Source: an optimization exercise on an open RTL-to-GDS flow (aim: small area). Production flows keep margins and buffers that such runs may drop. The RTL was checked by simulation tests, not by an equivalence proof against the original design. Power and IR drop assume default switching activity.

Design System, start of the top module:
module System(input clk, rst, enable, input[4:0] button_in, output[0:6] segment, output[3:0] anodes,
              output decimal_point, output [3:0] LEDs, output mode_led, output alarm_led, output speaker);
Settings: LEC_CHECK=0, ABC_AREA=1, CAP_MARGIN=20, CORE_MARGIN=2, CORE_UTILIZATION=40, PLACE_DENSITY=0.6, SLEW_MARGIN=20; clock period 10.0 ns.
standard.sh (not shown) runs the stock make flow with config.mk's settings and CLKGATE_MAP_FILE= SYNTH_SCRIPT=/design/flow/synth_recipe.tcl, a recipe that flattens the netlist after the stock synthesis.
==> flow/flow/run.sh <==
#!/bin/bash
# Own layout flow: the standard flow (standard.sh, standard synthesis unchanged) with two
# changes to how the layout is made: the clock tree is built without dummy loads from
# clkbuf_16 buffers, and ports are buffered with buf_1 cells. Each step's output goes to its own log.
set -euo pipefail
export CTS_ARGS="-sink_clustering_enable -repair_clock_nets -dont_use_dummy_load -buf_list sky130_fd_sc_hd__clkbuf_16"
export BUFFER_PORTS_ARGS="-buffer_cell sky130_fd_sc_hd__buf_1"
for step in synth floorplan place cts route finish; do
  bash standard.sh $step > log_$step.txt 2>&1
done
The first run passed the timing, DRC and antenna checks.
Edit:
==> flow/run.sh (new file) <==
#!/bin/bash
# synth_recipe.tcl (not shown) runs the flow's synth.tcl, then flattens the netlist and writes it again
# the make line also repeats each setting of config.mk as NAME=value (left out here)
make -C /OpenROAD-flow-scripts/flow DESIGN_CONFIG=/design/flow/config.mk WORK_HOME=/design/flow/orfs CLKGATE_MAP_FILE= SYNTH_SCRIPT=/design/flow/synth_recipe.tcl finish
removed: flow/flow/run.sh
removed: flow/standard.sh
Global-route usage went down by 0.12 points.
Critical path depth does not change.
Routed wire length drops by about 1.6%.
Utilization is higher by 1.8 points.
Combinational power stays flat.
Total power goes up by 6.5%.
Edit:
CTS_BUF_LIST = sky130_fd_sc_hd__clkbuf_8   (was not set)
Outcome:
- The new run completed without violations
- setup slack does not change
- final cell count does not change
- design area goes down slightly
- sequential cell count is unchanged
- register-to-register slack degrades by 0.02 ns
Edit:
CTS_BUF_LIST = sky130_fd_sc_hd__clkbuf_8 sky130_fd_sc_hd__clkbuf_16   (was sky130_fd_sc_hd__clkbuf_8)
Result:
- sequential cell count stays the same
- combinational power hardly moves
- cell count is unchanged
- cell area rose slightly
- hold slack is worse by 0.0050 ns
- via count climbs slightly
- setup slack does not change
- wire length rises slightly
- count of clock-buffer cells in the layout rises by 1

========
The RTL this note starts from:
==> flow/design.v <==
`timescale 1ns / 1ps
`timescale 1ns / 1ps
`timescale 1ns / 1ps
`timescale 1ns / 1ps
`timescale 1ns / 1ps
`timescale 1ns / 1ps
`timescale 1ns / 1ps
`timescale 1ns / 1ps
`timescale 1ns / 1ps
`timescale 1ns / 1ps
`timescale 1ns / 1ps
`timescale 1ns / 1ps
`timescale 1ns / 1ps
module MinStep(input [2:0] t, input [3:0] o, input u, d, output [6:0] m);
    wire z = ~|{t, o};
    wire D = d & (~u | z);
    wire U = u & ~D;
    wire o9 = o[3] & o[0];
    wire o0 = ~|o;
    wire [3:0] ou = {o[0] & (o[3] | (o[1] & o[2])), o[0] & o[1], o[0] & ~o[3], 1'b1};
    wire [3:0] od = {~o[0] & ~o[1] & ~o[2], ~o[0] & ~o[1] & (o[2] | o[3]), ~o[0] & (o[1] | o[2] | o[3]), 1'b1};
    wire [2:0] tu = {t[0] & (t[1] | t[2]), t[0] & ~t[2], 1'b1};
    wire [2:0] td = {~t[0] & ~t[1], ~t[0] & (t[1] | t[2]), 1'b1};
    assign m[3:0] = ({4{U}} & ou) | ({4{D}} & od);
    assign m[6:4] = ({3{U & o9}} & tu) | ({3{D & o0}} & td);
endmodule
module HourStep(input [1:0] t, input [3:0] o, input u, d, output [5:0] m);
    wire z = ~|{t, o};
    wire D = d & (~u | z);
    wire U = u & ~D;
    wire h23 = t[1] & o[1] & o[0];
    wire o9 = o[3] & o[0];
    wire o0 = ~|o;
    wire [3:0] ou = h23 ? 4'b0011 : {o[0] & (o[3] | (o[1] & o[2])), o[0] & o[1], o[0] & ~o[3], 1'b1};
    wire [3:0] od = z ? 4'b0011 : {~o[0] & ~o[1] & ~o[2], ~o[0] & ~o[1] & (o[2] | o[3]), ~o[0] & (o[1] | o[2] | o[3]), 1'b1};
    wire [1:0] tu = h23 ? 2'b10 : o9 ? {t[0], 1'b1} : 2'b00;
    wire [1:0] td = z ? 2'b10 : o0 ? {t[1], 1'b1} : 2'b00;
    assign m[3:0] = ({4{U}} & ou) | ({4{D}} & od);
    assign m[5:4] = ({2{U}} & tu) | ({2{D}} & td);
endmodule
module Btn(input clk, rst, x, output press);
    reg [1:0] r, T;
    wire special = (r == 2'd2) & (T == 2'd3);
    wire ev = x & (r == 2'd2) & ~T[1];
    always @(posedge clk) begin
        if (rst) begin r <= 0; T <= 0; end
        else if (ev) begin r <= 2'd2; T <= 2'd3; end
        else if (special) begin r <= x ? 2'd3 : 2'd0; T <= 2'd3; end
        else begin r <= x ? ((r == 2'd3) ? 2'd3 : r + 1'b1) : 2'd0; T <= (T == 2'd0) ? 2'd0 : T - 1'b1; end
    end
    assign press = (T == 2'd1);
endmodule
module Tbase(input clk, rst, output reg [7:0] tone, output disp_tick, tick, output reg csec, alarm);
    reg [2:0] d5;      
    reg [2:0] a5;      
    wire m10_9 = tone[0] & d5[2];         
    assign disp_tick = ~tone[0] & d5[2];  
    wire m50 = m10_9 & a5[2];             
    assign tick = m50 & ~csec;            
    always @(posedge clk) begin
        if (rst) begin tone <= 0; d5 <= 0; a5 <= 0; csec <= 0; alarm <= 0; end
        else begin
            tone <= tone + 1'b1;
            d5 <= d5[2] ? 3'd0 : d5 + 1'b1;
            if (m10_9) a5 <= a5[2] ? 3'd0 : a5 + 1'b1;
            if (m50) csec <= ~csec;
            if (tick) alarm <= ~alarm;
        end
    end
endmodule
module Clk(input clk, rst, tick, enable, p, input [12:0] E, output reg [3:0] su, output reg [2:0] sn, output [12:0] R);
    wire T = tick;
    wire rcs = sn[2] & sn[1];
    wire c_s = su[3] & su[0];
    wire c_st = T & c_s & sn[2] & sn[0];
    wire c_m = c_st & mu[3] & mu[0];
    wire c_mt = c_m & mt[2] & mt[0];
    wire h23 = ht[1] & hu[1] & hu[0];
    wire wrap = c_mt & h23;
    wire ld = T & p & ~wrap & ~rcs;
    wire su_inc = T & ((enable & ~rcs) | wrap);
    wire [3:0] tsu = {su[0] & (su[3] | (su[1] & su[2])), su[0] & su[1], su[0] & ~su[3], 1'b1} & {4{su_inc}};
    wire [3:0] tmu = {mu[0] & (mu[3] | (mu[1] & mu[2])), mu[0] & mu[1], mu[0] & ~mu[3], 1'b1} & {4{c_st}};
    wire [2:0] tmt = {mt[0] & (mt[1] | mt[2]), mt[0] & ~mt[2], 1'b1} & {3{c_m}};
    wire [3:0] thu = {hu[0] & (hu[3] | (hu[1] & hu[2])), hu[0] & hu[1] & ~ht[1], hu[0] & ~hu[3], 1'b1} & {4{c_mt}};
    wire hu9 = hu[3] & hu[0];
    wire [1:0] tht = {(hu9 & ht[0]) | h23, hu9} & {2{c_mt}};
    reg [3:0] mu, hu; reg [2:0] mt; reg [1:0] ht;
    assign R = {mt, mu, ht, hu};
    always @(posedge clk) begin
        if (rst) begin su <= 0; sn <= 0; {mt, mu, ht, hu} <= 0; end
        else begin
            su <= su ^ tsu;
            if (T) sn <= rcs ? 3'd0 : wrap ? 3'd6 : c_s ? ((sn[2] & sn[0]) ? 3'd0 : sn + 1'b1) : sn;
            {mt, mu, ht, hu} <= ld ? E : {mt ^ tmt, mu ^ tmu, ht ^ tht, hu ^ thu};
        end
    end
endmodule
module System(input clk, rst, enable, input[4:0] button_in, output[0:6] segment, output[3:0] anodes,
              output decimal_point, output [3:0] LEDs, output mode_led, output alarm_led, output speaker);
    wire [7:0] tone;
    wire disp_tick, tick, csec, alarm;
    Tbase tb0(clk, rst, tone, disp_tick, tick, csec, alarm);
    wire [4:0] press;
    genvar i;
    generate for (i = 0; i < 5; i = i + 1) begin: btn
        Btn b(clk, rst, button_in[i], press[i]);
    end endgenerate
    reg p;               
    reg [12:0] E;        
    wire [3:0] su;
    wire [2:0] sn;
    wire [12:0] R;
    Clk ck(clk, rst, tick, enable, p, E, su, sn, R);
    localparam [2:0] S_INIT = 3'd0, S_TH = 3'd1, S_TM = 3'd2, S_AH = 3'd3, S_AM = 3'd4;
    reg mode, sr, alarm_flag;
    reg [2:0] st;
    reg [12:0] A, L;     
    wire s_init = (st == S_INIT), s_th = (st == S_TH), s_tm = (st == S_TM), s_ah = (st == S_AH), s_am = (st == S_AM);
    wire alm = s_ah | s_am;
    wire [12:0] dRA = R ^ A;
    wire trig = press[0] & mode & (|dRA);
    always @(posedge clk) begin
        if (rst) begin
            mode <= 0; st <= S_INIT; sr <= 0; p <= 0;
        end else begin
            mode <= mode ^ press[0];
            if (press[0]) st <= S_INIT;
            else case (st)
                S_TH: st <= press[2] ? S_TM : press[1] ? S_AM : S_TH;
                S_TM: st <= press[2] ? S_AH : press[1] ? S_TH : S_TM;
                S_AH: st <= press[2] ? S_AM : press[1] ? S_TM : S_AH;
                S_AM: st <= press[2] ? S_TH : press[1] ? S_AH : S_AM;
                default: st <= S_TH;
            endcase
            sr <= trig;
            p <= sr | (p & ~tick);
        end
    end
    always @(posedge clk) if (trig) E <= A;
    wire [12:0] v = alm ? L : A;
    wire ok = ~alm | (mode & ~press[0]);
    wire [6:0] mm;
    wire [5:0] hm;
    MinStep ms(v[12:10], v[9:6], press[3] & (s_tm | s_am) & ok, press[4] & (s_tm | s_am) & ok, mm);
    HourStep hs(v[5:4], v[3:0], press[3] & (s_th | s_ah) & ok, press[4] & (s_th | s_ah) & ok, hm);
    wire [12:0] msk = {mm, hm};
    always @(posedge clk) begin
        A <= A ^ (({13{s_init}} & dRA) | (msk & {13{~alm}}));    
        if (rst) L <= 0;
        else L <= L ^ (msk & {13{alm}});
    end
    wire sec0 = (su == 4'd0) & ~sn[0] & (sn[2] == sn[1]);
    always @(posedge clk) begin
        if (rst) alarm_flag <= 0;
        else if (press != 0) alarm_flag <= 0;
        else if (~mode & (R == L) & sec0) alarm_flag <= 1;
    end
    wire buz_en = alarm_flag & alarm;
    reg [3:0] bz;
    reg spk;
    always @(posedge clk) begin
        if (rst) begin
            bz <= 0; spk <= 0;
        end else begin
            if (bz == 0) bz <= tone[7] ? 4'd11 : 4'd5;
            else bz <= bz - 1'b1;
            if (!buz_en) spk <= 0;
            else if (bz == 0) spk <= ~spk;
        end
    end
    reg [1:0] g;    
    reg [3:0] n;
    wire p0 = ~g[1] & ~g[0], p1 = ~g[1] & g[0], p2 = g[1] & g[0], p3 = g[1] & ~g[0];
    wire [12:0] dv = mode ? v : R;
    wire [3:0] digit = ({4{p0}} & dv[9:6]) | ({4{p1}} & {1'b0, dv[12:10]}) | ({4{p2}} & dv[3:0]) | ({4{p3}} & {2'b0, dv[5:4]});
    always @(posedge clk) begin
        if (rst) g <= 0;
        else if (disp_tick & enable) g <= {g[0], ~g[1]};
        n <= digit;
    end
    assign segment[0] = (~n[3] & ~n[2] & ~n[1] & n[0]) | (n[2] & ~n[1] & ~n[0]);
    assign segment[1] = n[2] & (n[1] ^ n[0]);
    assign segment[2] = ~n[2] & n[1] & ~n[0];
    assign segment[3] = (~n[3] & ~n[2] & ~n[1] & n[0]) | (n[2] & ~n[1] & ~n[0]) | (n[2] & n[1] & n[0]);
    assign segment[4] = (n[2] & ~n[1]) | n[0];
    assign segment[5] = (~n[3] & ~n[2] & n[0]) | (~n[2] & n[1]) | (n[1] & n[0]);
    assign segment[6] = (~n[3] & ~n[2] & ~n[1]) | (n[2] & n[1] & n[0]);
    assign anodes = {~(enable & p3), ~(enable & p2), ~(enable & p1), ~(enable & p0)};
    assign decimal_point = ~p2 | csec;
    assign LEDs = mode ? {s_th, s_tm, s_ah, s_am} : 4'b0000;
    assign mode_led = mode;
    assign alarm_led = buz_en;
    assign speaker = spk;
endmodule
export LEC_CHECK = 0
export CAP_MARGIN = 20
export CORE_MARGIN = 2
export CORE_UTILIZATION = 40
export CTS_BUF_LIST = sky130_fd_sc_hd__clkbuf_4
export CTS_CLUSTER_DIAMETER = 100
export CTS_CLUSTER_SIZE = 30
export PLACE_DENSITY = 0.6
export SLEW_MARGIN = 20
create_clock -name core_clock -period 10.0 [get_ports {clk}]
run.sh (not shown) runs the stock make flow with config.mk's settings and CLKGATE_MAP_FILE= SYNTH_SCRIPT=/design/flow/synth_recipe.tcl, a recipe that flattens the netlist after the stock synthesis.
Stock flow here: none of the scripts above is used.
The starting point finished clean.
Edit:
- CTS_BUF_LIST: sky130_fd_sc_hd__clkbuf_4 -> sky130_fd_sc_hd__clkbuf_8
- CTS_CLUSTER_SIZE: 30 -> 60
Sequential share of layout area came out lower by 0.55 points; hold slack stays flat; power came out higher by roughly a tenth; global-route usage came out higher by 0.23 points.
Edit:
- CTS_CLUSTER_DIAMETER: 100 -> 200
- CTS_CLUSTER_SIZE: 60 -> 100
=>
- The new run completed with no timing, DRC or antenna violations
- sequential cell count is unchanged
- total power is unchanged
- combinational power hardly moves
- global-route usage does not change
Edit:
- CTS_BUF_LIST: sky130_fd_sc_hd__clkbuf_8 -> default
- CTS_CLUSTER_DIAMETER: 200 -> default
- CTS_CLUSTER_SIZE: 100 -> default
- sequential share of layout area goes down by 0.86 points
- setup slack barely changes
- routed wire length goes up by 0.86%

static timing again, ports no longer ideal:
How much do the figures lean on ideal ports? The routed layouts below were timed once more, with nothing changed but the port constraints.
Step 1, drivers: a clkbuf_16 drives clk and a buf_2 each remaining input, both assumed.
Step 2, shift: input delay + t, output delay - t, t = (earliest + latest rising clock arrival at the registers) / 2. This alone moves slack from input paths to output paths.
Three values: ideal ports, drivers, drivers and shift; two values: the first two.
run	shift t [ns]	setup slack, ns	pins driven straight from the clock port
the first run of note 1	0.392	5.592 / 5.570 / 5.570	1
the second run of note 1	0.399	4.867 / 4.844 / 4.844	1
the third run of note 1	0.445	4.867 / 4.844 / 4.844	1
the fourth run of note 1	0.399	4.867 / 4.844 / 4.844	1
the first run of note 2	0.573	4.476 / 4.450 / 4.450	1
the second run of note 2	0.485	4.484 / 4.459 / 4.459	1
the third run of note 2	0.485	4.484 / 4.459 / 4.459	1
the fourth run of note 2	0.468	4.482 / 4.456 / 4.456	1
After both steps setup and hold are still met in every run listed.
